Context: an optimization exercise on an open-source flow, tuned for small area and a short achievable clock period. The choices shown serve that exercise and are no tape-out recipe.
The RTL was checked by simulation tests, not by an equivalence proof against the original design.
No activity file was given, so power comes from the tool's default toggle rates.

==> flow/design.v (outline; a module is shown in full before it is edited, if it fits) <==
// module cordic: 7233 lines
module cordic(clk, angle, sine, cosine);
  // ...
==> flow/flow/run.sh <==
#!/bin/bash
# Own layout flow: the standard flow (standard.sh) with these changes to how
# the layout is made:
#  1. synthesis is the standard synthesis script (synth_recipe.tcl), but ABC
#     maps the logic without the slow 4-high stacked cells and a few slow two-stage cells (patch_abc.py) and
#     without first mapping adders to fa/ha cells (ADDER_MAP_FILE empty);
#     registers are mapped before ABC, so they are the standard synthesis's;
#  2. port buffers are buf_2 cells instead of the delay cell buffer_ports picks;
#  3. the resizer may swap a cell for any cell of the same function.
# Each step's full output goes to a log file in this folder.
set -uo pipefail
here=$(pwd)
rm -rf "$here/myscripts"
cp -r "$FLOW_HOME/scripts" "$here/myscripts"
python3 flow/patch_abc.py "$here/myscripts/synth_preamble.tcl" > patch.log 2>&1 || exit 1
bash standard.sh SCRIPTS_DIR="$here/myscripts" ADDER_MAP_FILE= synth > synth.log 2>&1 || exit 1
export BUFFER_PORTS_ARGS="-buffer_cell sky130_fd_sc_hd__buf_2"
bash standard.sh MATCH_CELL_FOOTPRINT=0 finish > layout.log 2>&1
==> flow/flow/patch_abc.py <==
# Adds -dont_use for the slow 4-high stacked cells to ABC's arguments only.
import sys
p = sys.argv[1]
s = open(p).read()
anchor = 'set abc_args [list -script $abc_script \\\n  {*}$lib_args {*}$lib_dont_use_args -constr $::env(OBJECTS_DIR)/abc.constr]\n'
assert anchor in s, "anchor not found"
cells = ("a2111o a2111oi o2111a o2111ai a311o a311oi o311a o311ai a41o a41oi o41a o41ai "
         "or4 or4b or4bb nor4 nor4b nor4bb and4 and4b and4bb a221o a221oi o221a o221ai "
         "a222oi a32o a32oi o32a o32ai maj3 or3 or3b and3b o31a a31o o2bb2a a2bb2o").split()
extra = "foreach c {%s} {\n  lappend abc_args -dont_use sky130_fd_sc_hd__${c}_*\n}\n" % " ".join(cells)
open(p, "w").write(s.replace(anchor, anchor + extra))
print("patched", p)
==> flow/standard.sh <==
#!/bin/bash
# synth_recipe.tcl (not shown) runs the flow's synth.tcl, then flattens the netlist and writes it again
# the make line also repeats each setting of config.mk as NAME=value (left out here)
make -C /OpenROAD-flow-scripts/flow DESIGN_CONFIG=/design/flow/config.mk WORK_HOME=/design/flow/orfs CLKGATE_MAP_FILE= SYNTH_SCRIPT=/design/flow/synth_recipe.tcl "${@:-finish}"
==> flow/config.mk <==
export PLATFORM = sky130hd
export DESIGN_NAME = cordic
export DESIGN_NICKNAME = cordic
export VERILOG_FILES = /design/flow/design.v
export SDC_FILE = /design/flow/constraint.sdc
export NUM_CORES = 4
export LEC_CHECK = 0
export CAP_MARGIN = 20
export CORE_MARGIN = 2
export CORE_UTILIZATION = 40
export CTS_CLUSTER_DIAMETER = 100
export CTS_CLUSTER_SIZE = 30
export SETUP_SLACK_MARGIN = 1.2
export SLEW_MARGIN = 20
==> flow/constraint.sdc <==
create_clock -name core_clock -period 3.5 [get_ports {clk}]
set_input_delay 0.7000 -clock core_clock [delete_from_list [all_inputs] [get_ports {clk}]]
set_output_delay 0.7000 -clock core_clock [all_outputs]
set_load 0.01 [all_outputs]
==> run summary, run 1 <==
max reg flops=32; CORE AREA=68830 µm²; # DRC=0; Crit-path slowest cell=dfxtp_4; final core utilization=45.25%; run status=no timing/DRC/antenna violations; EDFF count, synth=0; Wirelength per Cell=13.16 µm; setup violators final=0; sequential power share=a little over a third; Synth Area in Simple Gates=19.37%; setup repair bufs after CTS=11; Levels on crit path=9; WL met1=24.98 mm; Sw Ratio=42.65%; class of the worst hold path=input port to flip-flop; top cells by area, synth=dfxtp_1, xnor2_1, xor2_1; post-synthesis net count=3409; most common flop cell mapped by yosys=dfxtp_1; CTS H-tree lvls=1; Max-slew headroom=27.58%; final period utilization=66.41%; FF+latch count, synth=slightly above 500; initial antenna violation count=0; FP Rows=96; GRT Overall Usage=between 10% and 20%; RePlAce Congestion=between 0.9 and 1; Crit path max-delay family=compound AO/OA/AOI/OAI gates; Mean Syn Cell Area=between 8 and 9 µm²; setup slack after layout=1.176 ns; Sum Neg Setup Slack=0 ns; startpoint types=flip-flop; n_taps=roughly 930; met3 wire length=2.850 mm; post-synthesis sequential area ratio=37.10%; post-route minimum period=2.324 ns; placed cells=~4200
==> run 2, diff against run 1 <==
--- a/flow/config.mk
+++ b/flow/config.mk
@@ -10,5 +10,6 @@
 export CORE_UTILIZATION = 40
 export CTS_CLUSTER_DIAMETER = 100
 export CTS_CLUSTER_SIZE = 30
-export SETUP_SLACK_MARGIN = 1.2
+export GPL_TIMING_DRIVEN = 1
+export SETUP_SLACK_MARGIN = 1.3
 export SLEW_MARGIN = 20
==> run summary, run 2 <==
run status=no timing/DRC/antenna violations; later-pin clock latency in the skew report=0.59 ns; First-pass DRT Iterations=5; post-route minimum period=2.240 ns (-0.08444 ns); Max clock buf depth=3; RePlAce Congestion=0.9713 (unchanged); Die X=268.3 µm; dpl hpwl=~41 mm; CTS hold repair buffers=0; Reg2Reg Setup Slack=1.26 ns; Crit path largest cell delay=around 0.38 ns; Levels on crit path=9 (unchanged); Static Leak=12.24 nW; most common cell after layout, fill and taps aside=xnor2_1; I/O Pins=65; total power=37.21 mW; worst hold start=angle[25]; most frequent cells in the layout=xnor2_1, dfxtp_1, nor2_1, nand2_1, a21oi_1; Required @ worst endpoint=4.01 ns; synth unique cells=79; post-synthesis net count=3409 (unchanged); Final Slew Violations=0; Worst R2R Path Depth=9; Setup crit end=x7[15]$_DFF_P_; Critical R2R Capture=x7[15]$_DFF_P_; EDFF count, synth=0 (unchanged); Pwr Density=1153 nW/µm²; CTS tree=built; CORE AREA=68830 µm² (unchanged); top flop regs=a0 (32), z2 (30), z3 (29); setup violators final=0 (unchanged); Crit-path slowest cell=dfxtp_4; CTS buffer count=24; Final ANT Viol Nets=0; setup slack after layout=1.260 ns (+0.08444 ns); critical path type=flip-flop to flip-flop; crit path buf inv count=0; Crit path max-delay family=compound AO/OA/AOI/OAI gates; max reg flops=32 (unchanged); initial antenna violation count=0 (unchanged); Wirelength per Cell=13.34 µm (+1.4%); startpoint types=flip-flop; Top reg by flops=a0; DP Worst Slack=0.8848 ns; fin nets=around 3500; initial core utilization=40.61%; reg2reg start=x6[0]$_DFF_P_; Mapped Cells=3376; Final Hold Vio Count=0; clock slew seen by the registers of the worst setup and hold paths=0.11 ns; placed cell areas=29070 µm²; critical path cell sequence=o22a_4, a211o_4, nand4_1, nand4b_1, a31oi_1, a21o_4, nor3b_4, a22o_1, xor2_1; FF+latch count, synth=518 (unchanged); critical path arrival=2.75 ns; crit end category=flip-flop; Area Growth Syn to Fin=15.52%; share of layout cells above drive strength 1=a little under a fifth; Layout Skew=0.02489 ns; post-route cell area=around 32000 µm²; Sum Neg Setup Slack=0 ns (unchanged); Vias=22040; RSZ-0062 raised after global routing=yes; Die H=268.3 µm; first-pass GRT wire length=94.02 mm; vias in the first global route=19600; die area=72000 µm²; GRT Overall Usage=15.34% (+0.30 points); # DRC=0 (unchanged); Layout Cells excl Fill=4396; top cells by area, synth=dfxtp_1, xnor2_1, xor2_1; antenna cell count=0; FP Rows=96 (unchanged); CP Max Fanout=6; largest net degree at the start of global routing=just under 100; Maximum Capacitance Violations=0; Max-slew headroom=28.09% (+0.52 points); Post-synth top cells=dfxtp_1, xnor2_1, nor2_1; synth warn=1; Clock Tree Root=clkbuf_16; Yosys top cell area share=37.10%; IO buf count=64; post-synth design cell area=27950 µm²; Slew @ Worst Pin=1.078 ns; Vias/cell=5.014; most common flop cell mapped by yosys=dfxtp_1; final period utilization=64.00% (-2.4 points); Mean Syn Cell Area=8.279 µm² (unchanged); GRT overflow=0; placed cells=4225 (unchanged); CTS Sinks=roughly 520; post-synthesis sequential area ratio=37.10% (unchanged); class of the worst hold path=input port to flip-flop; Crit. Startpoint=x6[0]$_DFF_P_; WL final=58.66 mm; Post-synth ARST share=0%; CTS H-tree lvls=1 (unchanged); Max rail drop VDD=between 0.0004 and 0.0005 V; Iter 0 DRT Violations=1321; area leader, netlist=dfxtp_1; most numerous cell in the Yosys netlist=dfxtp_1; fmax=roughly 450 MHz
==> run 2: power breakdown <==
part	internal, mW	switching (mW)
sequential	9.19	3.45
combinational	10.8	10.4
clock	1.39	1.92
total	21.4	15.8
==> run 2: worst register-to-register path, stage by stage (launching register included) <==
cell	delay [ns]
dfxtp_4	0.38
o22a_4	0.26
a211o_4	0.36
nand4_1	0.11
nand4b_1	0.18
a31oi_1	0.26
a21o_4	0.13
nor3b_4	0.20
a22o_1	0.16
xor2_1	0.13
==> run 2: routing by layer <==
layer / global-route usage [%] / part of all wire [%] / wire length, µm
met2: 27.36 / 49 / 28520
met3: 2.181 / 5.0 / 2939
met4: 4.715 / 3.1 / 1839
met5: 0 / 0 / 0
met1: 19.03 / 43 / 25360
==> run 2: worst min path at each step <==
stage	to	slack (ns)	cells after the start
detailed placement	s30_4$_DFF_P_	0.31	0
finish	a0[25]$_DFF_P_	0.20	1
global route	a0[29]$_DFF_P_	0.17	1
global placement	d2_4$_DFF_P_	0.31	0
CTS	a0[24]$_DFF_P_	0.16	1
floorplan	d1_2$_DFF_P_	0.31	0
==> run 2: logic make-up after synthesis <==
family | after synthesis | share of synthesized area [%]
AND/OR/NAND/NOR | 1113 | 19.37
XOR/XNOR | 621 | 19.49
buffers and inverters | 287 | 4.172
AO/OA/AOI/OAI | 785 | 17.96
flip-flops | 518 | 37.10
multiplexers | 52 | 1.907
==> run 2: cell type report <==
class | count | area [µm²]
clock buffer | 26 | 639.4
clock inverter | 12 | 152.6
fill | 6729 | 36540
inverter | 98 | 371.6
multi-input combinational | 2571 | 17610
sequential | 518 | 10570
tap | 931 | 1165
timing repair buffer | 240 | 1780
==> run 2: per-stage QoR <==
step | hold WS (ns) | utilization, %
floorplan | 0.3096 | -
global placement | 0.3096 | 42.22
detailed placement | 0.3121 | 42.23
CTS | 0.1589 | 44.59
global route | 0.1674 | 46.91
finish | 0.2044 | 46.91
==> run 2: timing repair <==
action / in CTS / in global routing
gates cloned: 0 / 1
buffers inserted: 51 / 81
pin swaps: 58 / 134
gates resized for setup: 133 / 247
endpoints found under the setup margin: 143 / 158
==> run 3, diff against run 2 <==
--- a/flow/config.mk
+++ b/flow/config.mk
@@ -10,6 +10,5 @@
 export CORE_UTILIZATION = 40
 export CTS_CLUSTER_DIAMETER = 100
 export CTS_CLUSTER_SIZE = 30
-export GPL_TIMING_DRIVEN = 1
 export SETUP_SLACK_MARGIN = 1.3
 export SLEW_MARGIN = 20
==> run summary, run 3 <==
run status=no timing/DRC/antenna violations; placed cells=4225 (unchanged); GRT Overall Usage=15.34% (unchanged); dpl hpwl=40.91 mm (unchanged); Max rail drop VDD=0.0004825 V (unchanged); Multi-input gate area=17610 µm² (unchanged); CTS buffer count=24 (unchanged); critical path arrival=2.75 ns (about the same); Pwr Density=1153 nW/µm² (unchanged); area share of xor/xnor cells in the synthesized design=19.49% (unchanged); multiplexer area fraction after synthesis=1.907% (unchanged); RePlAce Congestion=0.9713 (unchanged); die area=72000 µm² (unchanged); Crit-path slowest cell=dfxtp_4; Yosys top cell area share=37.10% (unchanged); Final Hold Vio Count=0 (unchanged); clock slew seen by the registers of the worst setup and hold paths=0.11 ns (about the same); GRT overflow=0 (unchanged); First-pass DRT Iterations=5 (unchanged); Post-synth top cells=dfxtp_1, xnor2_1, nor2_1; WL final=58.66 mm (unchanged); fmax=446.4 MHz (unchanged); Die X=268.3 µm (unchanged); I/O Pins=65 (unchanged); Post-synth ARST share=0% (unchanged); Pint=21.40 mW (unchanged); setup violators final=0 (unchanged); Crit path max-delay family=compound AO/OA/AOI/OAI gates; vias in the first global route=19600 (unchanged); Final ANT Viol Nets=0 (unchanged); largest net degree at the start of global routing=99 (unchanged); crit path buf inv count=0 (unchanged); class of the worst hold path=input port to flip-flop; logic gate share of total power=57.1% (about the same); Adder-Cell Fraction of Synth Area=0% (unchanged); Area Growth Syn to Fin=15.52% (unchanged); RSZ-0062 raised after global routing=yes; first-pass GRT wire length=94.02 mm (unchanged); clock share of power=8.9% (about the same); initial antenna violation count=0 (unchanged); Vias/cell=5.014 (unchanged); crit end category=flip-flop; post-route minimum period=2.240 ns (unchanged); Vias=22040 (unchanged); top cells by area, synth=dfxtp_1, xnor2_1, xor2_1; Clock Tree Root=clkbuf_16; # fillers=6729 (unchanged); Layout Cells excl Fill=4396 (unchanged); Wirelength per Cell=13.34 µm (unchanged); CTS Sinks=518 (unchanged); most common cell after layout, fill and taps aside=xnor2_1; final period utilization=64.00% (unchanged); Maximum Capacitance Violations=0 (unchanged); Max-slew headroom=28.09% (unchanged); sequential power share=34.0% (about the same); Layout Skew=0.02489 ns (unchanged); most frequent cells in the layout=xnor2_1, dfxtp_1, nor2_1, nand2_1, a21oi_1; Max clock buf depth=3 (unchanged); Slew @ Worst Pin=1.078 ns (unchanged); later-pin clock latency in the skew report=0.59 ns (about the same); most common flop cell mapped by yosys=dfxtp_1; top flop regs=a0 (32), z2 (30), z3 (29); Die H=268.3 µm (unchanged); startpoint types=flip-flop; Final Slew Violations=0 (unchanged); most numerous cell in the Yosys netlist=dfxtp_1; Iter 0 DRT Violations=1321 (unchanged); synth unique cells=79 (unchanged); Required @ worst endpoint=4.01 ns (about the same); CTS hold repair buffers=0 (unchanged); post-synthesis sequential area ratio=37.10% (unchanged); FF+latch count, synth=518 (unchanged); critical path cell sequence=o22a_4, a211o_4, nand4_1, nand4b_1, a31oi_1, a21o_4, nor3b_4, a22o_1, xor2_1; EDFF count, synth=0 (unchanged); Mapped Cells=3376 (unchanged); post-synthesis net count=3409 (unchanged); Static Leak=12.24 nW (unchanged); Mean Syn Cell Area=8.279 µm² (unchanged); CTS H-tree lvls=1 (unchanged); CTS tree=built; post-synth design cell area=27950 µm² (unchanged); Top reg by flops=a0; # DRC=0 (unchanged); synth warn=1 (unchanged); initial core utilization=40.61% (unchanged); largest family of logic cells by synthesized area=XOR/XNOR gates; antenna cell count=0 (unchanged); Sw Ratio=42.50% (unchanged); CORE AREA=68830 µm² (unchanged); Reg area=10570 µm² (unchanged); IO buf count=64 (unchanged); max reg flops=32 (unchanged); fin nets=3486 (unchanged); Synth Area in Simple Gates=19.37% (unchanged); critical path type=flip-flop to flip-flop; CP Max Fanout=6 (unchanged); Synth Area in Compound Gates=17.96% (unchanged); share of layout cells above drive strength 1=18.70% (unchanged); Sum Neg Setup Slack=0 ns (unchanged); area leader, netlist=dfxtp_1; FP Rows=96 (unchanged); sw power=15.81 mW (unchanged); Crit path largest cell delay=0.38 ns (about the same)
==> run 3: cell counts after synthesis <==
No cell type changed its count.
==> run 3: stage by stage <==
stage | hold slack (ns) | setup WS [ns] | utilization [%] | total power [mW] | cell area (µm²)
2_1_floorplan | 0.3096 | 1.338 | - | 27.62 | 27950
3_3_place_gp | 0.3096 | 0.8696 | 42.22 | 30.95 | 29060
3_5_place_dp | 0.3121 | 0.8848 | 42.23 | 31.19 | 29070
4_1_cts | 0.1589 | 1.218 | 44.59 | 35.65 | 30690
5_1_grt | 0.1674 | 1.149 | 46.91 | 40.46 | 32290
6_report | 0.2044 | 1.260 | 46.91 | 37.21 | 32290
==> run 3: worst register-to-register path, cell delays in order, from the launching register on <==
cell and delay (ns):
dfxtp_4 0.38, o22a_4 0.26, a211o_4 0.36, nand4_1 0.11
nand4b_1 0.18, a31oi_1 0.26, a21o_4 0.13, nor3b_4 0.20
a22o_1 0.16, xor2_1 0.13
==> run 3: logic make-up (layout without fill, tap and decap cells) <==
group / after synthesis / after routing
simple gates: 1113 / 1113
mux: 52 / 52
compound gates: 785 / 785
buf+inv: 287 / 376
xor+xnor: 621 / 621
flops: 518 / 518
==> run 3: per-layer routing <==
metal	routed length, µm	GRT usage (%)	vias up	share of wire, %
li1	-	-	11650	-
met4	1839	4.715	0	3.1
met1	25360	19.03	9757	43
met5	0	0	-	0
met2	28520	27.36	513	49
met3	2939	2.181	120	5.0
==> run 3: final timing paths <==
kind / startpoint / endpoint / slack (ns) / cells past startpoint
worst min register to register: s31_3$_DFF_P_ / s31_4$_DFF_P_ / 0.30 / 0
worst min-delay path: angle[25] / a0[25]$_DFF_P_ / 0.20 / 1
worst max register to register: x6[0]$_DFF_P_ / x7[15]$_DFF_P_ / 1.26 / 9
worst max-delay path: x6[0]$_DFF_P_ / x7[15]$_DFF_P_ / 1.26 / 9
==> run 3: layout make-up <==
cell class	count	area share, %
clock inverters	12	0.4728
well taps	931	3.608
flip-flops and latches	518	32.75
repair buffers	240	5.514
clock buffers	26	1.980
inverters	98	1.151
multi-input cells	2571	54.53
==> run 3: what timing repair did <==
| item | 4_1_cts | 5_1_grt |
|---|---|---|
| endpoints found under the setup margin | 143 | 158 |
| hold endpoints to repair | 0 | 0 |
| resized for setup | 133 | 247 |
| buffers inserted | 51 | 81 |
| pin swaps | 58 | 134 |
| cloned | 0 | 1 |
==> run 3: power by group through the flow <==
stage,Clock (mW),Combinational [mW],Sequential [mW]
6_report,3.31,21.3,12.6
5_1_grt,3.68,23.6,13.2
4_1_cts,3.48,19.7,12.4
3_5_place_dp,0,18.7,12.5
3_3_place_gp,0,18.5,12.5
2_1_floorplan,0,16.6,11.1
==> run 4, diff against run 3 <==
--- a/flow/config.mk
+++ b/flow/config.mk
@@ -10,5 +10,5 @@
 export CORE_UTILIZATION = 40
 export CTS_CLUSTER_DIAMETER = 100
 export CTS_CLUSTER_SIZE = 30
-export SETUP_SLACK_MARGIN = 1.3
+export SETUP_SLACK_MARGIN = 1.0
 export SLEW_MARGIN = 20
==> run summary, run 4 <==
run status=no timing/DRC/antenna violations; Final Slew Violations=0 (unchanged); total power=34.56 mW (-7.1%); dpl hpwl=40.91 mm (unchanged); fin nets=3361 (-3.6%); antenna cell count=0 (unchanged); initial antenna violation count=0 (unchanged); placed cells=4225 (unchanged); layer with the highest usage=met2; CTS buffer count=24 (unchanged); die area=72000 µm² (unchanged); most numerous cell in the Yosys netlist=dfxtp_1; Die H=268.3 µm (unchanged); DP Worst Slack=0.8848 ns (unchanged); setup slack after layout=1.083 ns (-0.1767 ns); # DRC=0 (unchanged); crit end category=flip-flop; Static Leak=11.39 nW (-7.0%); post-synth design cell area=27950 µm² (unchanged); synth warn=1 (unchanged); hold depth=1 (unchanged); Iter 0 DRT Violations=1303 (-1.4%); RePlAce Congestion=0.9713 (unchanged); Final Hold Vio Count=0 (unchanged); GR Layer Usage met2=26.31% (-1.1 points); Required @ worst endpoint=3.98 ns (-0.03 ns); final period utilization=69.05% (+5.0 points); Final ANT Viol Nets=0 (unchanged); Clock Tree Root=clkbuf_16; Sum Neg Setup Slack=0 ns (unchanged); FF+latch count, synth=518 (unchanged); Layout Cells excl Fill=4271 (-2.8%); post-synthesis net count=3409 (unchanged); GRT Overall Usage=14.95% (-0.39 points); Wirelength per Cell=12.96 µm (-2.9%); Post-synth top cells=dfxtp_1, xnor2_1, nor2_1; CP Max Fanout=29 (+23); critical path type=flip-flop to flip-flop; CTS hold repair buffers=0 (unchanged); clock slew seen by the registers of the worst setup and hold paths=0.10 ns (about the same); RSZ-0062 raised after global routing=no; most frequent cells in the layout=dfxtp_1, xnor2_1, nor2_1, nand2_1, a21oi_1; Reg2Reg Setup Slack=1.08 ns (-0.18 ns); post-synthesis sequential area ratio=37.10% (unchanged); Vias=21410 (-2.9%); Max-slew headroom=27.73% (-0.36 points); top flop regs=a0 (32), z2 (30), z3 (29); final core utilization=43.76% (-3.2 points); first-pass GRT wire length=91.72 mm (-2.4%); critical path arrival=2.90 ns (+0.15 ns); top cells by area, synth=dfxtp_1, xnor2_1, xor2_1; Mapped Cells=3376 (unchanged); CTS tree=built; worst hold slack=0.2052 ns (+0.0008200 ns); Worst R2R Path Depth=10 (+1); CTS H-tree lvls=1 (unchanged); later-pin clock latency in the skew report=0.59 ns (about the same); Max clock buf depth=3 (unchanged); Mean Syn Cell Area=8.279 µm² (unchanged); Vias/cell=5.012 (about the same); First-pass DRT Iterations=8 (+3); # fillers=6942 (+3.2%); Layout Skew=0.02232 ns (-0.002571 ns); met1 Use GR=18.82% (-0.21 points); largest net degree at the start of global routing=99 (unchanged); area leader, netlist=dfxtp_1; IO buf count=64 (unchanged); most common cell after layout, fill and taps aside=dfxtp_1; CTS Sinks=518 (unchanged); Maximum Capacitance Violations=0 (unchanged); placed cell areas=29070 µm² (unchanged); Max rail drop VDD=0.0004612 V (-4.4%); post-route cell area=30120 µm² (-6.7%); most common flop cell mapped by yosys=dfxtp_1; Area Growth Syn to Fin=7.754%; I/O Pins=65 (unchanged); EDFF count, synth=0 (unchanged); setup violators final=0 (unchanged); vias in the first global route=19060 (-2.7%); initial core utilization=40.61% (unchanged); Die X=268.3 µm (unchanged); CORE AREA=68830 µm² (unchanged); fmax=413.8 MHz (-7.3%); met3 usage=2.089% (-0.092 points); max reg flops=32 (unchanged); WL final=55.35 mm (-5.6%); Pwr Density=1148 nW/µm² (-0.42%); synth unique cells=79 (unchanged); FP Rows=96 (unchanged); Slew @ Worst Pin=1.083 ns (+0.005345 ns); Top reg by flops=a0; post-route minimum period=2.417 ns (+0.1767 ns); Yosys top cell area share=37.10% (unchanged); Post-synth ARST share=0% (unchanged); share of layout cells above drive strength 1=8.952% (-9.7 points); GRT overflow=0 (unchanged); class of the worst hold path=input port to flip-flop; startpoint types=flip-flop
==> run 4: cell counts after synthesis <==
No cell type changed its count.
==> run 4: power by group <==
| part | switching, mW | total [mW] | internal [mW] |
|---|---|---|---|
| Combinational | 9.52 | 18.9 | 9.35 |
| Clock | 1.91 | 3.30 | 1.39 |
| Sequential | 3.36 | 12.4 | 9.04 |
| Total | 14.8 | 34.6 | 19.8 |
==> run 4: per-layer routing <==
| layer | part of all wire, % | up-vias |
|---|---|---|
| met5 | 0 | - |
| met4 | 3.1 | 0 |
| met3 | 4.9 | 103 |
| met2 | 47 | 497 |
| met1 | 45 | 9397 |
| li1 | - | 11410 |
==> run 4: logic make-up after synthesis <==
family          after synthesis  synth area share, %
flops                       518                37.10
xor+xnor                    621                19.49
compound gates              785                17.96
buf+inv                     287                4.172
mux                          52                1.907
simple gates               1113                19.37
==> run 4: final timing paths <==
kind | end | start
setup / recovery | y6[1]$_DFF_P_ | d3_3$_DFF_P_
hold / removal | a0[25]$_DFF_P_ | angle[25]
setup reg to reg | y6[1]$_DFF_P_ | d3_3$_DFF_P_
hold reg to reg | s31_4$_DFF_P_ | s31_3$_DFF_P_
==> run 4: cell type report <==
| cell class | count | area, µm² | area share [%] |
|---|---|---|---|
| sequential | 518 | 10410 | 34.55 |
| inverter | 98 | 371.6 | 1.234 |
| multi-input combinational | 2571 | 16620 | 55.20 |
| clock buffer | 26 | 639.4 | 2.123 |
| tap | 931 | 1165 | 3.868 |
| clock inverter | 12 | 152.6 | 0.5069 |
| timing repair buffer | 115 | 757.0 | 2.514 |
==> run 4: critical path, cell delays in order, from the launching register on <==
cell,delay [ns]
dfxtp_4,0.48
buf_4,0.33
nand2b_1,0.45
inv_1,0.14
a21oi_1,0.18
nand2_1,0.07
o21ai_0,0.07
o21ai_1,0.08
a211oi_1,0.25
a21oi_1,0.10
xnor2_1,0.15
==> run 4: timing repair <==
action | 4_1_cts | 5_1_grt
buffers inserted | 1 | 7
gates resized for setup | 1 | 53
setup endpoints to repair | 10 | 78
pin swaps | 2 | 10
==> run 5, diff against run 4 <==
--- a/flow/config.mk
+++ b/flow/config.mk
@@ -10,5 +10,5 @@
 export CORE_UTILIZATION = 40
 export CTS_CLUSTER_DIAMETER = 100
 export CTS_CLUSTER_SIZE = 30
-export SETUP_SLACK_MARGIN = 1.0
+export SETUP_SLACK_MARGIN = 1.15
 export SLEW_MARGIN = 20
==> run summary, run 5 <==
Area Growth Syn to Fin=10.20%; WL final=56.37 mm (+1.8%); hold depth=1 (unchanged); Sum Neg Setup Slack=0 ns (unchanged); CTS buffer count=24 (unchanged); synth unique cells=79 (unchanged); met2 routed WL=27.01 mm (+3.0%); Critical R2R Capture=x7[15]$_DFF_P_; post-synthesis net count=3409 (unchanged); CP Max Fanout=6 (-79%); fmax=436.1 MHz (+5.4%); clock share of power=9.3% (-0.2 points); antenna cell count=0 (unchanged); Post-synth ARST share=0% (unchanged); Layout Skew=0.02396 ns (+0.001641 ns); Maximum Capacitance Violations=0 (unchanged); Vias/cell=5.018 (+0.11%); Worst R2R Path Depth=9 (-1); CTS tree=built; First-pass DRT Iterations=5 (-3); met3 wire length=2.887 mm (+5.4%); max reg flops=32 (unchanged); first-pass GRT wire length=91.98 mm (+0.28%); CTS H-tree lvls=1 (unchanged); die area=72000 µm² (unchanged); Crit-path slowest cell=dfxtp_4; Max-slew headroom=27.30% (-0.43 points); most frequent cells in the layout=xnor2_1, dfxtp_1, nor2_1, nand2_1, a21oi_1; Mean Syn Cell Area=8.279 µm² (unchanged); synth warn=1 (unchanged); FP Rows=96 (unchanged); sw power=15.11 mW (+2.2%); Max rail drop VDD=0.0004662 V (+1.1%); Iter 0 DRT Violations=1288 (-1.2%); RSZ-0062 raised after global routing=yes; reg2reg start=y6[6]$_DFF_P_; most common flop cell mapped by yosys=dfxtp_1; Vias=21590 (+0.86%); logic gate share of total power=55.4% (+0.8 points); Wirelength per Cell=13.10 µm (+1.1%); GRT overflow=0 (unchanged); Post-synth top cells=dfxtp_1, xnor2_1, nor2_1; # DRC=0 (unchanged); Static Leak=11.61 nW (+2.0%); WL met1=24.82 mm (+0.49%); I/O Pins=65 (unchanged); vias in the first global route=19120 (+0.33%); clock slew seen by the registers of the worst setup and hold paths=0.10 ns (about the same); CORE AREA=68830 µm² (unchanged); worst hold start=angle[25]; initial core utilization=40.61% (unchanged); Yosys top cell area share=37.10% (unchanged); critical path type=flip-flop to flip-flop; Mapped Cells=3376 (unchanged); largest net degree at the start of global routing=99 (unchanged); crit end category=flip-flop; IO buf count=64 (unchanged); most common cell after layout, fill and taps aside=xnor2_1; hold endpoint=a0[25]$_DFF_P_; final period utilization=65.52% (-3.5 points); share of layout cells above drive strength 1=12.40% (+3.4 points); run status=no timing/DRC/antenna violations; Final ANT Viol Nets=0 (unchanged); startpoint types=flip-flop; FF+latch count, synth=518 (unchanged); CTS hold repair buffers=0 (unchanged); dpl hpwl=40.91 mm (unchanged); critical path cell sequence=o22a_4, a211o_4, a31oi_4, o21ai_4, a21oi_4, a211oi_2, o21a_1, a22o_1, xor2_1; Pint=20.33 mW (+2.8%); CTS Sinks=518 (unchanged); fin nets=3393 (+0.95%); Reg2Reg Setup Slack=1.21 ns (+0.12 ns); Final Slew Violations=0 (unchanged); Slew @ Worst Pin=1.090 ns (+0.006481 ns); RePlAce Congestion=0.9713 (unchanged); Sw Ratio=42.64% (-0.13 points); Clock Tree Root=clkbuf_16; setup violators final=0 (unchanged); Final Hold Vio Count=0 (unchanged); post-route minimum period=2.293 ns (-0.1236 ns); Pwr Density=1151 nW/µm² (+0.27%); Die X=268.3 µm (unchanged); EDFF count, synth=0 (unchanged); Crit path largest cell delay=0.38 ns (-0.10 ns); later-pin clock latency in the skew report=0.59 ns (about the same); initial antenna violation count=0 (unchanged); Max Used Layer=met4; Die H=268.3 µm (unchanged); class of the worst hold path=input port to flip-flop; total power=35.44 mW (+2.5%); GRT Overall Usage=15.00% (+0.047 points); Required @ worst endpoint=3.96 ns (-0.02 ns); Max clock buf depth=3 (unchanged); most numerous cell in the Yosys netlist=dfxtp_1; top flop regs=a0 (32), z2 (30), z3 (29); Top reg by flops=a0; post-synthesis sequential area ratio=37.10% (unchanged); area leader, netlist=dfxtp_1; final core utilization=44.75% (+0.99 points); post-synth design cell area=27950 µm² (unchanged); sequential power share=35.3% (-0.6 points); critical path arrival=2.75 ns (-0.15 ns); top cells by area, synth=dfxtp_1, xnor2_1, xor2_1
[run 5: per-layer routing]
layer	vias to the layer above	GRT usage (%)
met4	0	4.535
met3	105	2.108
met5	-	0
met1	9491	18.87
met2	524	26.48
li1	11470	-
[run 5: timing repair]
action                     CTS  global route
setup endpoints to repair   68           125
setup buffers                8            31
pin swaps                   13            50
cloned                       0             1
gates resized for setup     29           145
[run 5: metrics by stage]
step / setup WS, ns / std cells / hold WS (ns) / cell area [µm²]
after floorplan: 1.338 / 3376 / 0.3096 / 27950
after global placement: 0.8696 / 4225 / 0.3096 / 29060
after detailed placement: 0.8848 / 4225 / 0.3121 / 29070
after CTS: 1.153 / 4271 / 0.1589 / 30000
after global routing: 1.098 / 4303 / 0.1689 / 30800
final: 1.207 / 4303 / 0.2038 / 30800
[run 5: power groups by stage]
stage | combinational, mW | sequential [mW] | clock, mW
2_1_floorplan | 16.6 | 11.1 | 0
3_3_place_gp | 18.5 | 12.5 | 0
3_5_place_dp | 18.7 | 12.5 | 0
4_1_cts | 18.8 | 12.4 | 3.49
5_1_grt | 22.0 | 13.0 | 3.67
6_report | 19.6 | 12.5 | 3.30
[run 5: area by class of cell]
class	instances	area (µm²)
clock inverters	12	152.6
multi-input cells	2571	16940
flip-flops and latches	518	10490
repair buffers	147	1050
fillers	6891	38030
inverters	98	371.6
clock buffers	26	639.4
well taps	931	1165
[run 5: worst max-delay path by stage]
| stage | cells after the start | startpoint | end |
|---|---|---|---|
| floorplan | 10 | y6[7]$_DFF_P_ | x7[15]$_DFF_P_ |
| global route | 9 | z5[1]$_DFF_P_ | z6[25]$_DFF_P_ |
| detailed placement | 9 | x7[8]$_DFF_P_ | y8[15]$_DFF_P_ |
| CTS | 9 | y8[8]$_DFF_P_ | x9[15]$_DFF_P_ |
| finish | 9 | y6[6]$_DFF_P_ | x7[15]$_DFF_P_ |
| global placement | 9 | x7[8]$_DFF_P_ | y8[14]$_DFF_P_ |
[run 5: critical path, delay by kind of cell (launching register included)]
family                    cells  cell delay [ns]
AOI/OAI and AO/OA             8             1.64
xor gates and xnor gates      1             0.13
DFF                           1             0.38
[run 5: cells by family (layout without fill, tap and decap cells)]
| logic type | count (synthesis) | in the layout | share of synthesized area (%) |
|---|---|---|---|
| muxes | 52 | 52 | 1.907 |
| AOI/OAI and AO/OA | 785 | 785 | 17.96 |
| buffers and inverters | 287 | 283 | 4.172 |
| DFF | 518 | 518 | 37.10 |
| and+or+nand+nor | 1113 | 1113 | 19.37 |
| xor gates and xnor gates | 621 | 621 | 19.49 |
==> run 6, diff against run 5 <==
--- a/flow/config.mk
+++ b/flow/config.mk
@@ -10,5 +10,5 @@
 export CORE_UTILIZATION = 40
 export CTS_CLUSTER_DIAMETER = 100
 export CTS_CLUSTER_SIZE = 30
-export SETUP_SLACK_MARGIN = 1.15
+export SETUP_SLACK_MARGIN = 1.1
 export SLEW_MARGIN = 20
==> run summary, run 6 <==
Max rail drop VDD=0.0004610 V (-1.1%); CTS hold repair buffers=0 (unchanged); Final ANT Viol Nets=0 (unchanged); hold depth=1 (unchanged); hold endpoint=a0[25]$_DFF_P_; worst hold slack=0.2055 ns (+0.001719 ns); crit end category=flip-flop; Vias=21410 (-0.84%); post-synth design cell area=27950 µm² (unchanged); top flop regs=a0 (32), z2 (30), z3 (29); Final Hold Vio Count=0 (unchanged); Static Leak=11.51 nW (-0.87%); RSZ-0062 raised after global routing=yes; Iter 0 DRT Violations=1261 (-2.1%); fmax=435.3 MHz (-0.18%); most common flop cell mapped by yosys=dfxtp_1; reg2reg start=y6[6]$_DFF_P_; # DRC=0 (unchanged); WL final=55.62 mm (-1.3%); Clock Tree Root=clkbuf_16; placed cells=4225 (unchanged); multiplexer area fraction after synthesis=1.907% (unchanged); RePlAce Congestion=0.9713 (unchanged); clock slew seen by the registers of the worst setup and hold paths=0.10 ns (about the same); dpl hpwl=40.91 mm (unchanged); First-pass DRT Iterations=8 (+3); Required @ worst endpoint=3.96 ns (about the same); post-route cell area=30520 µm² (-0.92%); area share of xor/xnor cells in the synthesized design=19.49% (unchanged); Post-synth ARST share=0% (unchanged); Vias/cell=4.993 (-0.50%); area leader, netlist=dfxtp_1; Synth Area in Compound Gates=17.96% (unchanged); post-route minimum period=2.297 ns (+0.004180 ns); I/O Pins=65 (unchanged); Maximum Capacitance Violations=0 (unchanged); most numerous cell in the Yosys netlist=dfxtp_1; Wirelength per Cell=12.97 µm (-1.0%); run status=no timing/DRC/antenna violations; CTS Sinks=518 (unchanged); CORE AREA=68830 µm² (unchanged); Adder-Cell Fraction of Synth Area=0% (unchanged); Post-synth top cells=dfxtp_1, xnor2_1, nor2_1; sw power=14.96 mW (-1.0%); synth warn=1 (unchanged); CTS buffer count=24 (unchanged); largest family of logic cells by synthesized area=XOR/XNOR gates; Mean Syn Cell Area=8.279 µm² (unchanged); Pwr Density=1149 nW/µm² (-0.19%); Area Growth Syn to Fin=9.186%; vias in the first global route=19080 (-0.23%); Worst R2R Path Depth=9 (unchanged); FP Rows=96 (unchanged); later-pin clock latency in the skew report=0.58 ns (about the same); Layout Skew=0.02242 ns (-0.001538 ns); Layout Cells excl Fill=4288 (-0.35%); most frequent cells in the layout=xnor2_1, dfxtp_1, nor2_1, nand2_1, a21oi_1; Pint=20.09 mW (-1.2%); CP Max Fanout=6 (unchanged); startpoint types=flip-flop; EDFF count, synth=0 (unchanged); first-pass GRT wire length=91.85 mm (-0.14%); initial antenna violation count=0 (unchanged); GRT Overall Usage=14.97% (-0.029 points); worst hold start=angle[25]; Reg2Reg Setup Slack=1.20 ns (about the same); synth unique cells=79 (unchanged); fin nets=3378 (-0.44%); Yosys top cell area share=37.10% (unchanged); most common cell after layout, fill and taps aside=xnor2_1; antenna cell count=0 (unchanged); CTS H-tree lvls=1 (unchanged); Synth Area in Simple Gates=19.37% (unchanged); Sum Neg Setup Slack=0 ns (unchanged); critical path arrival=2.75 ns (about the same); sequential power share=35.6% (+0.3 points); post-synthesis net count=3409 (unchanged); logic gate share of total power=55.0% (-0.4 points); Critical R2R Capture=x7[15]$_DFF_P_; Slew @ Worst Pin=1.084 ns (-0.005209 ns); max reg flops=32 (unchanged); clock share of power=9.4% (about the same); Mapped Cells=3376 (unchanged); Max-slew headroom=27.65% (+0.35 points); share of layout cells above drive strength 1=11.23% (-1.2 points); class of the worst hold path=input port to flip-flop; setup violators final=0 (unchanged); GRT overflow=0 (unchanged); post-synthesis sequential area ratio=37.10% (unchanged); Max clock buf depth=3 (unchanged); top cells by area, synth=dfxtp_1, xnor2_1, xor2_1; critical path type=flip-flop to flip-flop; Die H=268.3 µm (unchanged); Final Slew Violations=0 (unchanged); IO buf count=64 (unchanged); FF+latch count, synth=518 (unchanged); Die X=268.3 µm (unchanged); largest net degree at the start of global routing=99 (unchanged); die area=72000 µm² (unchanged); CTS tree=built; Top reg by flops=a0; initial core utilization=40.61% (unchanged); final period utilization=65.63% (+0.12 points); placed cell areas=29070 µm² (unchanged); Sw Ratio=42.69% (about the same)
run 6: cell counts after synthesis:
No cell type changed its count.
run 6: worst max-delay path by stage:
stage,depth (start not counted),to,slack [ns],startpoint
2_1_floorplan,10,x7[15]$_DFF_P_,1.34,y6[7]$_DFF_P_
3_3_place_gp,9,y8[14]$_DFF_P_,0.87,x7[8]$_DFF_P_
3_5_place_dp,9,y8[15]$_DFF_P_,0.88,x7[8]$_DFF_P_
4_1_cts,9,y12[15]$_DFF_P_,1.11,x11[12]$_DFF_P_
5_1_grt,9,y12[15]$_DFF_P_,1.08,x11[12]$_DFF_P_
6_report,9,x7[15]$_DFF_P_,1.20,y6[6]$_DFF_P_
run 6: logic make-up after synthesis:
family,after synthesis
AO/OA/AOI/OAI,785
buffers and inverters,287
flip-flops,518
XOR/XNOR,621
AND/OR/NAND/NOR,1113
multiplexers,52
run 6: repair_timing:
item / CTS / global route
resized for setup: 17 / 115
setup endpoints to repair: 44 / 105
buffers inserted: 5 / 20
pin swaps: 7 / 34
endpoints found under the hold margin: 0 / 0
run 6: power by group through the flow:
| stage | sequential, mW | combinational (mW) | clock (mW) |
|---|---|---|---|
| after floorplan | 11.1 | 16.6 | 0 |
| after detailed placement | 12.5 | 18.7 | 0 |
| after global placement | 12.5 | 18.5 | 0 |
| after CTS | 12.4 | 18.8 | 3.49 |
| final | 12.5 | 19.3 | 3.30 |
| after global routing | 13.0 | 21.6 | 3.68 |
run 6: cell type report:
cell class	instances	area, µm²
multi-input cells	2571	16820
clock inverters	12	152.6
inverters	98	371.6
clock buffers	26	639.4
repair buffers	132	904.6
flip-flops and latches	518	10460
fillers	6912	38310
well taps	931	1165
run 6: critical path, stage by stage (launching register included):
cell	delay, ns
dfxtp_4	0.38
o22a_4	0.26
a211o_4	0.36
a31oi_2	0.18
o21ai_2	0.11
a21oi_4	0.21
a211oi_2	0.10
o21a_1	0.20
a22o_1	0.24
xor2_1	0.13
run 6: layer usage:
layer	track usage [%]	vias up	routed length, µm
li1	-	11450	-
met1	18.85	9383	24750
met2	26.37	472	26500
met3	2.089	109	2699
met4	4.655	0	1674
met5	0	-	0
run 6: metrics by stage:
| stage | power, mW | util (%) | worst slack (ns) |
|---|---|---|---|
| final | 35.05 | 44.34 | 1.203 |
| after global routing | 38.29 | 44.34 | 1.077 |
| after CTS | 34.65 | 43.50 | 1.107 |
| after detailed placement | 31.19 | 42.23 | 0.8848 |
| after global placement | 30.95 | 42.22 | 0.8696 |
| after floorplan | 27.62 | - | 1.338 |
==> run 7, diff against run 6 <==
--- a/flow/config.mk
+++ b/flow/config.mk
@@ -5,10 +5,10 @@
 export SDC_FILE = /design/flow/constraint.sdc
 export NUM_CORES = 4
 export LEC_CHECK = 0
-export CAP_MARGIN = 20
+export CAP_MARGIN = 5
 export CORE_MARGIN = 2
 export CORE_UTILIZATION = 40
 export CTS_CLUSTER_DIAMETER = 100
 export CTS_CLUSTER_SIZE = 30
 export SETUP_SLACK_MARGIN = 1.1
-export SLEW_MARGIN = 20
+export SLEW_MARGIN = 5
==> run summary, run 7 <==
post-synth design cell area=27950 µm² (unchanged); CTS hold repair buffers=0 (unchanged); CTS Sinks=518 (unchanged); Area Growth Syn to Fin=9.146% (about the same); CP Max Fanout=6 (unchanged); largest net degree at the start of global routing=99 (unchanged); I/O Pins=65 (unchanged); Sw Ratio=42.55% (-0.13 points); initial antenna violation count=0 (unchanged); Static Leak=11.54 nW (+0.27%); Max clock buf depth=3 (unchanged); Final ANT Viol Nets=0 (unchanged); Max-slew headroom=24.01% (-3.6 points); CTS H-tree lvls=1 (unchanged); clock share of power=9.6% (+0.2 points); Layout Skew=0.03239 ns (+0.009962 ns); GRT overflow=0 (unchanged); most common flop cell mapped by yosys=dfxtp_1; antenna cell count=0 (unchanged); met1 Use GR=18.84% (about the same); Sum Neg Setup Slack=0 ns (unchanged); post-route minimum period=2.304 ns (+0.006990 ns); most numerous cell in the Yosys netlist=dfxtp_1; max reg flops=32 (unchanged); Iter 0 DRT Violations=1456 (+15%); synth warn=1 (unchanged); run status=no timing/DRC/antenna violations; Vias=21490 (+0.38%); critical path arrival=2.76 ns (about the same); synth unique cells=79 (unchanged); Crit-path slowest cell=dfxtp_4; RePlAce Congestion=0.9713 (unchanged); Die H=268.3 µm (unchanged); logic gate share of total power=54.9% (about the same); Slew @ Worst Pin=1.139 ns (+0.05451 ns); Multi-input gate area=16780 µm² (-0.27%); Mapped Cells=3376 (unchanged); setup slack after layout=1.196 ns (-0.006990 ns); top cells by area, synth=dfxtp_1, xnor2_1, xor2_1; startpoint types=flip-flop; layer with the highest usage=met2; class of the worst hold path=input port to flip-flop; fin nets=3383 (+0.15%); sw power=14.96 mW (about the same); CORE AREA=68830 µm² (unchanged); Crit path largest cell delay=0.38 ns (about the same); Final Hold Vio Count=0 (unchanged); Yosys top cell area share=37.10% (unchanged); CTS tree=built; Top reg by flops=a0; First-pass DRT Iterations=6 (-2); fmax=434.0 MHz (-0.30%); final core utilization=44.32% (about the same); RSZ-0062 raised after global routing=yes; sequential power share=35.5% (about the same); Required @ worst endpoint=3.95 ns (about the same); worst hold slack=0.1975 ns (-0.008041 ns); critical path cell sequence=o22a_4, a211o_4, a31oi_4, o21ai_4, a21oi_4, a211oi_2, o21a_1, a22o_1, xor2_1; Wirelength per Cell=12.96 µm (-0.11%); Clock Tree Root=clkbuf_16; Post-synth ARST share=0% (unchanged); dpl hpwl=40.67 mm (-0.57%); CTS buffer count=24 (unchanged); GR Layer Usage met2=26.36% (about the same); # DRC=0 (unchanged); Reg area=10460 µm² (about the same); FP Rows=96 (unchanged); top flop regs=a0 (32), z2 (30), z3 (29); met3 usage=1.970% (-0.12 points); Vias/cell=5.005 (+0.24%); Pint=20.19 mW (+0.52%); clock slew seen by the registers of the worst setup and hold paths=0.10 ns (about the same); GRT Overall Usage=14.90% (-0.066 points); crit path buf inv count=0 (unchanged); setup violators final=0 (unchanged); Maximum Capacitance Violations=0 (unchanged); most common cell after layout, fill and taps aside=xnor2_1; share of layout cells above drive strength 1=11.06% (-0.17 points); IO buf count=64 (unchanged); crit end category=flip-flop; Pwr Density=1152 nW/µm² (+0.32%); first-pass GRT wire length=91.39 mm (-0.50%); WL final=55.63 mm (about the same); post-synthesis net count=3409 (unchanged); post-synthesis sequential area ratio=37.10% (unchanged); Final Slew Violations=0 (unchanged); EDFF count, synth=0 (unchanged); vias in the first global route=19080 (-0.021%); initial core utilization=40.61% (unchanged); Die X=268.3 µm (unchanged); Post-synth top cells=dfxtp_1, xnor2_1, nor2_1; area leader, netlist=dfxtp_1; critical path type=flip-flop to flip-flop; FF+latch count, synth=518 (unchanged); Mean Syn Cell Area=8.279 µm² (unchanged); Crit path max-delay family=compound AO/OA/AOI/OAI gates; DP Worst Slack=0.8710 ns (-0.01379 ns); Max rail drop VDD=0.0004841 V (+5.0%); most frequent cells in the layout=xnor2_1, dfxtp_1, nor2_1, nand2_1, a21oi_1; later-pin clock latency in the skew report=0.59 ns (about the same); final period utilization=65.83% (+0.20 points); die area=72000 µm² (unchanged); # fillers=6856 (-0.81%)
run 7: cell counts after synthesis:
Identical to the previous run, type by type.
run 7: cells by family after synthesis:
kind of cell / synth area share, %
AND/OR/NAND/NOR: 19.37
AO/OA/AOI/OAI: 17.96
XOR/XNOR: 19.49
flip-flops: 37.10
buffers and inverters: 4.172
multiplexers: 1.907
run 7: timing repair:
action                     4_1_cts  5_1_grt
hold endpoints to repair         0        0
gates resized for setup         15      107
setup endpoints to repair       43      106
buffers inserted                 5       25
pin swaps                        7       41
run 7: power groups by stage:
stage | clock (mW) | combinational [mW] | sequential (mW)
2_1_floorplan | 0 | 16.6 | 11.1
3_3_place_gp | 0 | 18.5 | 12.5
3_5_place_dp | 0 | 18.6 | 12.5
4_1_cts | 3.55 | 18.8 | 12.4
5_1_grt | 3.75 | 21.6 | 13.0
6_report | 3.37 | 19.3 | 12.5
run 7: area by class of cell:
type	count	share of cell area [%]
tap	931	3.819
sequential	518	34.28
timing repair buffer	137	3.056
inverter	98	1.218
clock buffer	26	2.063
clock inverter	13	0.5619
multi-input combinational	2571	55.01
run 7: path summary, 6_finish.rpt:
check	from	endpoint	slack (ns)	cells past startpoint
worst max-delay path	y6[6]$_DFF_P_	x7[15]$_DFF_P_	1.20	9
worst min-delay path	angle[1]	a0[1]$_DFF_P_	0.20	1
worst max register to register	y6[6]$_DFF_P_	x7[15]$_DFF_P_	1.20	9
worst min register to register	d2_1$_DFF_P_	d2_2$_DFF_P_	0.32	0
run 7: metrics by stage:
stage | total power [mW] | area [µm²] | instances
after floorplan | 27.62 | 27950 | 3376
after global placement | 30.95 | 29060 | 4225
after detailed placement | 31.15 | 29060 | 4225
after CTS | 34.67 | 29930 | 4269
after global routing | 38.38 | 30510 | 4294
final | 35.15 | 30510 | 4294
run 7: layer usage:
| metal | vias up | wire [µm] |
|---|---|---|
| met1 | 9472 | 24620 |
| met3 | 95 | 2779 |
| met4 | 0 | 1507 |
| met2 | 498 | 26730 |
| met5 | - | 0 |
| li1 | 11430 | - |
==> run 8, diff against run 7 <==
==> flow/config.mk (replaced) <==
export PLATFORM = sky130hd
export DESIGN_NAME = cordic
export DESIGN_NICKNAME = cordic
export VERILOG_FILES = /design/flow/design.v
export SDC_FILE = /design/flow/constraint.sdc
export NUM_CORES = 4
export LEC_CHECK = 0
export CAP_MARGIN = 20
export CORE_MARGIN = 2
export CORE_UTILIZATION = 40
export CTS_BUF_LIST = sky130_fd_sc_hd__clkbuf_8
export CTS_CLUSTER_DIAMETER = 80
export CTS_CLUSTER_SIZE = 20
export SETUP_SLACK_MARGIN = 1.1
export SLEW_MARGIN = 20
==> run summary, run 8 <==
Required @ worst endpoint=4.03 ns (+0.08 ns); EDFF count, synth=0 (unchanged); share of layout cells above drive strength 1=11.75% (+0.69 points); run status=no timing/DRC/antenna violations; top cells by area, synth=dfxtp_1, xnor2_1, xor2_1; CP Max Fanout=18 (+12); final period utilization=66.27% (+0.44 points); Pwr Density=1147 nW/µm² (-0.46%); hold depth=1 (unchanged); most frequent cells in the layout=xnor2_1, dfxtp_1, nor2_1, nand2_1, a21oi_1; FF+latch count, synth=518 (unchanged); Area Growth Syn to Fin=9.083% (about the same); Final Slew Violations=0 (unchanged); CTS buffer count=36 (+50%); Max clock buf depth=3 (unchanged); Vias=21550 (+0.28%); CTS Sinks=518 (unchanged); post-synth design cell area=27950 µm² (unchanged); hold endpoint=a0[10]$_DFF_P_; I/O Pins=65 (unchanged); Die X=268.3 µm (unchanged); Sum Neg Setup Slack=0 ns (unchanged); Top reg by flops=a0; Worst R2R Path Depth=8 (-1); Reg2Reg Setup Slack=1.18 ns (-0.02 ns); Max-slew headroom=28.24% (+4.2 points); most common flop cell mapped by yosys=dfxtp_1; # DRC=0 (unchanged); Clock Tree Root=clkbuf_8; top flop regs=a0 (32), z2 (30), z3 (29); Die H=268.3 µm (unchanged); critical path arrival=2.85 ns (+0.09 ns); post-synthesis sequential area ratio=37.10% (unchanged); initial core utilization=40.61% (unchanged); GRT overflow=0 (unchanged); startpoint types=flip-flop; Post-synth top cells=dfxtp_1, xnor2_1, nor2_1; Mean Syn Cell Area=8.279 µm² (unchanged); Post-synth ARST share=0% (unchanged); clock slew seen by the registers of the worst setup and hold paths=0.12 ns (+0.02 ns); area leader, netlist=dfxtp_1; dpl hpwl=40.91 mm (+0.58%); fmax=431.1 MHz (-0.66%); Final Hold Vio Count=0 (unchanged); setup violators final=0 (unchanged); crit end category=flip-flop; placed cell areas=29070 µm² (about the same); RSZ-0062 raised after global routing=yes; most numerous cell in the Yosys netlist=dfxtp_1; vias in the first global route=19150 (+0.38%); CORE AREA=68830 µm² (unchanged); first-pass GRT wire length=92.30 mm (+1.0%); class of the worst hold path=input port to flip-flop; CTS H-tree lvls=2 (+1); IO buf count=64 (unchanged); Iter 0 DRT Violations=1385 (-4.9%); Slew @ Worst Pin=1.075 ns (-0.06336 ns); synth warn=1 (unchanged); Vias/cell=4.999 (-0.12%); critical path type=flip-flop to flip-flop; post-route cell area=30490 µm² (about the same); Final ANT Viol Nets=0 (unchanged); post-synthesis net count=3409 (unchanged); most common cell after layout, fill and taps aside=xnor2_1; Max rail drop VDD=0.0004138 V (-15%); WL final=56.10 mm (+0.84%); Wirelength per Cell=13.01 µm (+0.44%); Yosys top cell area share=37.10% (unchanged); later-pin clock latency in the skew report=0.63 ns (+0.04 ns); FP Rows=96 (unchanged); initial antenna violation count=1 (+1); die area=72000 µm² (unchanged); CTS tree=built; max reg flops=32 (unchanged); Critical R2R Capture=x6[1]$_DFF_P_; RePlAce Congestion=0.9713 (unchanged); largest net degree at the start of global routing=99 (unchanged); GRT Overall Usage=15.18% (+0.28 points); Layout Skew=0.03602 ns (+0.003639 ns); Static Leak=11.55 nW (about the same); reg2reg start=d4_2$_DFF_P_; worst hold start=angle[10]; fin nets=3394 (+0.33%); Mapped Cells=3376 (unchanged); synth unique cells=79 (unchanged); post-route minimum period=2.320 ns (+0.01539 ns); Maximum Capacitance Violations=0 (unchanged); First-pass DRT Iterations=6 (unchanged)
[run 8: final cells by class]
| type | count | area [µm²] |
|---|---|---|
| repair buffers | 136 | 934.6 |
| well taps | 931 | 1165 |
| inverters | 98 | 371.6 |
| clock inverters | 16 | 216.5 |
| clock buffers | 39 | 536.8 |
| fillers | 6921 | 38340 |
| multi-input cells | 2571 | 16810 |
| diodes | 2 | 5.005 |
| flip-flops and latches | 518 | 10450 |
[run 8: routing by layer]
layer | track usage (%) | share of wire, %
met5 | 0 | 0
met4 | 5.255 | 2.9
met3 | 2.584 | 5.6
met2 | 26.30 | 47
met1 | 18.98 | 44
[run 8: what timing repair did]
action | CTS | global route
setup endpoints to repair | 47 | 105
gates resized for setup | 16 | 111
hold buffers | 0 | 0
hold endpoints to repair | 0 | 0
pin swaps | 7 | 36
buffers inserted | 5 | 24
[run 8: cell families after synthesis]
group	count (synthesis)	share of synthesized area, %
buf+inv	287	4.172
flops	518	37.10
compound gates	785	17.96
simple gates	1113	19.37
mux	52	1.907
xor+xnor	621	19.49
[run 8: how the worst max path moves through the flow]
| stage | slack, ns | depth (start not counted) | endpoint | from |
|---|---|---|---|---|
| final | 1.18 | 8 | x6[1]$_DFF_P_ | d4_2$_DFF_P_ |
| after global routing | 1.08 | 8 | y6[2]$_DFF_P_ | d1_5$_DFF_P_ |
| after CTS | 1.10 | 9 | y9[13]$_DFF_P_ | x8[8]$_DFF_P_ |
| after detailed placement | 0.88 | 9 | y8[15]$_DFF_P_ | x7[8]$_DFF_P_ |
| after global placement | 0.87 | 9 | y8[14]$_DFF_P_ | x7[8]$_DFF_P_ |
| after floorplan | 1.34 | 10 | x7[15]$_DFF_P_ | y6[7]$_DFF_P_ |
[run 8: critical path, stage by stage (launching register included)]
cell	delay, ns
dfxtp_4	0.43
buf_4	0.23
buf_4	0.26
nand2_1	0.38
o22ai_1	0.43
a21oi_1	0.07
o21ai_0	0.08
nor2_1	0.05
a21oi_1	0.27
[run 8: power breakdown]
| group | switching [mW] | leakage (nW) | internal, mW |
|---|---|---|---|
| Sequential | 3.39 | 4.37 | 9.08 |
| Combinational | 9.63 | 6.79 | 9.60 |
| Clock | 1.96 | 0.385 | 1.31 |
[run 8: stage by stage]
step | util, % | instances | power, mW | setup slack, ns | hold WS, ns
3_5_place_dp | 42.23 | 4225 | 31.19 | 0.8848 | 0.3121
5_1_grt | 44.30 | 4311 | 38.23 | 1.080 | 0.08551
4_1_cts | 43.45 | 4285 | 34.61 | 1.101 | 0.08295
2_1_floorplan | - | 3376 | 27.62 | 1.338 | 0.3096
6_report | 44.30 | 4311 | 34.97 | 1.180 | 0.1542
3_3_place_gp | 42.22 | 4225 | 30.95 | 0.8696 | 0.3096
==> run 9, diff against run 8 <==
--- a/flow/flow/patch_abc.py
+++ b/flow/flow/patch_abc.py
@@ -6,7 +6,7 @@
 assert anchor in s, "anchor not found"
 cells = ("a2111o a2111oi o2111a o2111ai a311o a311oi o311a o311ai a41o a41oi o41a o41ai "
          "or4 or4b or4bb nor4 nor4b nor4bb and4 and4b and4bb a221o a221oi o221a o221ai "
-         "a222oi a32o a32oi o32a o32ai maj3 or3 or3b and3b o31a a31o o2bb2a a2bb2o").split()
+         "a222oi a32o a32oi o32a o32ai maj3 or3 or3b and3b o31a a31o o2bb2a a2bb2o a211o a22o a21o a21bo o211a o21a o21ba nand4 nand4b nand4bb and3 nor3b o22a").split()
 extra = "foreach c {%s} {\n  lappend abc_args -dont_use sky130_fd_sc_hd__${c}_*\n}\n" % " ".join(cells)
 open(p, "w").write(s.replace(anchor, anchor + extra))
 print("patched", p)
--- a/flow/config.mk
+++ b/flow/config.mk
@@ -8,8 +8,7 @@
 export CAP_MARGIN = 20
 export CORE_MARGIN = 2
 export CORE_UTILIZATION = 40
-export CTS_BUF_LIST = sky130_fd_sc_hd__clkbuf_8
-export CTS_CLUSTER_DIAMETER = 80
-export CTS_CLUSTER_SIZE = 20
-export SETUP_SLACK_MARGIN = 1.1
+export CTS_CLUSTER_DIAMETER = 100
+export CTS_CLUSTER_SIZE = 30
+export SETUP_SLACK_MARGIN = 1.3
 export SLEW_MARGIN = 20
==> run summary, run 9 <==
Final Slew Violations=0 (unchanged); IO buf count=64 (unchanged); final period utilization=65.44% (-0.83 points); setup violators final=0 (unchanged); Max-slew headroom=26.48% (-1.8 points); Static Leak=12.13 nW (+5.0%); placed cells=4359 (+3.2%); Required @ worst endpoint=3.98 ns (-0.05 ns); Final Hold Vio Count=0 (unchanged); Pwr Density=1173 nW/µm² (+2.3%); first-pass GRT wire length=95.39 mm (+3.3%); Top reg by flops=a0; post-route cell area=32550 µm² (+6.7%); startpoint types=flip-flop; max reg flops=32 (unchanged); RSZ-0062 raised after global routing=yes; later-pin clock latency in the skew report=0.59 ns (-0.04 ns); Clock Tree Root=clkbuf_16; post-route minimum period=2.290 ns (-0.02915 ns); Maximum Capacitance Violations=0 (unchanged); dpl hpwl=41.15 mm (+0.60%); post-synthesis sequential area ratio=37.15% (+0.052 points); Mean Syn Cell Area=7.977 µm² (-3.6%); initial core utilization=40.55% (-0.056 points); CTS hold repair buffers=0 (unchanged); RePlAce Congestion=0.9553 (-1.6%); CORE AREA=68830 µm² (unchanged); area leader, netlist=dfxtp_1; synth unique cells=57 (-28%); Mapped Cells=3499 (+3.6%); share of layout cells above drive strength 1=18.72% (+7.0 points); vias in the first global route=20180 (+5.4%); synth warn=1 (unchanged); CTS tree=built; Max clock buf depth=3 (unchanged); top cells by area, synth=dfxtp_1, xnor2_1, nor2_1; EDFF count, synth=0 (unchanged); I/O Pins=65 (unchanged); CTS Sinks=518 (unchanged); # DRC=0 (unchanged); # fillers=6644 (-4.0%); FP Rows=96 (unchanged); Slew @ Worst Pin=1.102 ns (+0.02638 ns); fmax=436.6 MHz (+1.3%); First-pass DRT Iterations=8 (+2); Final ANT Viol Nets=0 (unchanged); Die X=268.2 µm (about the same); GRT Overall Usage=15.55% (+0.37 points); critical path arrival=2.77 ns (-0.08 ns); crit end category=flip-flop; largest net degree at the start of global routing=88 (-11%); Sum Neg Setup Slack=0 ns (unchanged); Layout Cells excl Fill=4511 (+4.6%); GRT overflow=0 (unchanged); Yosys top cell area share=37.15% (+0.052 points); Iter 0 DRT Violations=1587 (+15%); post-synthesis net count=3532 (+3.6%); class of the worst hold path=input port to flip-flop; Die H=268.2 µm (about the same); Vias/cell=5.043 (+0.88%); run status=no timing/DRC/antenna violations; Post-synth ARST share=0% (unchanged); Area Growth Syn to Fin=16.60%; Wirelength per Cell=13.15 µm (+1.1%); clock slew seen by the registers of the worst setup and hold paths=0.11 ns (about the same); most common cell after layout, fill and taps aside=xnor2_1; WL final=59.33 mm (+5.8%); post-synth design cell area=27910 µm² (-0.14%); fin nets=3596 (+6.0%); Layout Skew=0.02501 ns (-0.01102 ns); FF+latch count, synth=518 (unchanged); critical path type=flip-flop to flip-flop; top flop regs=a0 (32), z2 (30), z3 (29); most frequent cells in the layout=xnor2_1, dfxtp_1, nand2_1, nor2_1, a21oi_1; most common flop cell mapped by yosys=dfxtp_1; CTS H-tree lvls=1 (-1); Vias=22750 (+5.6%); initial antenna violation count=0 (-1); CTS buffer count=26 (-28%); Max rail drop VDD=0.0006525 V (+58%); CP Max Fanout=5 (-13); placed cell areas=29090 µm² (about the same); antenna cell count=0 (-2); Post-synth top cells=dfxtp_1, xnor2_1, nor2_1; most numerous cell in the Yosys netlist=dfxtp_1; final core utilization=47.29% (+3.0 points); die area=71900 µm² (-0.14%)
## run 9: cell count changes after synthesis, sizes merged, moves of 18 or more
cell	delta
a211oi	+30
a21o	-18
a21oi	+31
and3	-52
buf	-19
inv	+31
nand2	+80
nand3	+21
nand4	-32
nor2	+70
nor3	+21
nor3b	-19
## run 9: final cells by class
cell class | instances | area, µm² | area share, %
multi-input cells | 2670 | 17890 | 54.96
flip-flops and latches | 518 | 10550 | 32.42
repair buffers | 213 | 1511 | 4.644
well taps | 931 | 1165 | 3.579
clock buffers | 28 | 679.4 | 2.088
inverters | 132 | 509.2 | 1.565
clock inverters | 17 | 230.2 | 0.7074
repair inverters | 2 | 12.51 | 0.03845
## run 9: layer usage
| metal | up-vias | global-route usage [%] | share of wire (%) |
|---|---|---|---|
| met5 | - | 0 | 0 |
| met4 | 0 | 4.907 | 3.1 |
| met3 | 134 | 2.529 | 6.1 |
| met2 | 653 | 27.55 | 48 |
| met1 | 10080 | 19.19 | 42 |
| li1 | 11880 | - | - |
## run 9: metrics by stage
| stage | hold WS [ns] | worst slack, ns | power [mW] |
|---|---|---|---|
| 3_5_place_dp | 0.3121 | 0.9683 | 31.27 |
| 6_report | 0.1921 | 1.210 | 38.18 |
| 3_3_place_gp | 0.3098 | 0.9907 | 31.08 |
| 5_1_grt | 0.1465 | 1.096 | 41.38 |
| 4_1_cts | 0.1436 | 1.214 | 36.35 |
| 2_1_floorplan | 0.3096 | 1.310 | 27.60 |
## run 9: logic make-up after synthesis
logic type	share of synthesized area, %
and+or+nand+nor	19.66
AOI/OAI and AO/OA	17.78
xor gates and xnor gates	19.33
DFF	37.15
buffers and inverters	4.344
muxes	1.730
## run 9: worst max-delay path, cell delays in order, from the launching register on
cell      delay [ns]
dfxtp_2         0.36
and2b_2         0.23
a211oi_4        0.30
o21ai_2         0.10
a211oi_2        0.33
a211oi_2        0.11
nor3_4          0.27
nand3_2         0.17
and2_1          0.20
xnor2_1         0.11
## run 9: final timing paths
check | cells after the start | end | slack (ns) | from
worst max-delay path | 9 | y9[12]$_DFF_P_ | 1.21 | x8[8]$_DFF_P_
worst min-delay path | 1 | a0[18]$_DFF_P_ | 0.19 | angle[18]
worst max register to register | 9 | y9[12]$_DFF_P_ | 1.21 | x8[8]$_DFF_P_
worst min register to register | 0 | d2_3$_DFF_P_ | 0.32 | d2_2$_DFF_P_
## run 9: where the power goes
part | switching (mW) | leakage [nW] | total, mW | internal (mW)
logic | 11.2 | 7.31 | 22.1 | 10.8
clock network | 2.05 | 0.439 | 3.65 | 1.60
registers | 3.30 | 4.38 | 12.5 | 9.17
total | 16.6 | 12.1 | 38.2 | 21.6
## run 9: repair_timing
item | in CTS | in global routing
pin swaps | 69 | 141
gates resized for setup | 177 | 283
setup endpoints to repair | 151 | 168
buffers inserted | 51 | 54
gates cloned | 0 | 2

port drivers added, routing unchanged:
How much do the figures lean on ideal ports? The routed layouts below were timed once more, with nothing changed but the port constraints.
Step 1 assumes that a clkbuf_16 drives the clock port and a buf_2 every other input.
Step 2 adds t to the input delays and takes it off the output delays; t is the mean of the earliest and latest rising clock arrival at the registers after step 1. Input paths then give back, and output paths get back, about the clock's delay inside the block.
Slacks: ideal ports / drivers / drivers and shift; pairs: ideal ports / drivers.
run | t (ns) | setup WS [ns] | worst setup path at the end | slew at the worst register clock pin (ns)
run 1 | 0.635 | 1.176 / 1.176 / 1.176 | register to register | 0.11 / 0.11
run 2 | 0.636 | 1.260 / 1.260 / 1.260 | register to register | 0.11 / 0.11
run 3 | 0.636 | 1.260 / 1.260 / 1.260 | register to register | 0.11 / 0.11
run 4 | 0.633 | 1.083 / 1.083 / 1.083 | register to register | 0.11 / 0.11
run 5 | 0.635 | 1.207 / 1.207 / 1.207 | register to register | 0.11 / 0.11
run 6 | 0.633 | 1.203 / 1.203 / 1.203 | register to register | 0.11 / 0.11
run 7 | 0.639 | 1.196 / 1.196 / 1.196 | register to register | 0.11 / 0.11
run 8 | 0.662 | 1.180 / 1.180 / 1.180 | register to register | 0.12 / 0.12
run 9 | 0.642 | 1.210 / 1.210 / 1.210 | register to register | 0.11 / 0.11
After both steps setup and hold are still met in every run listed.
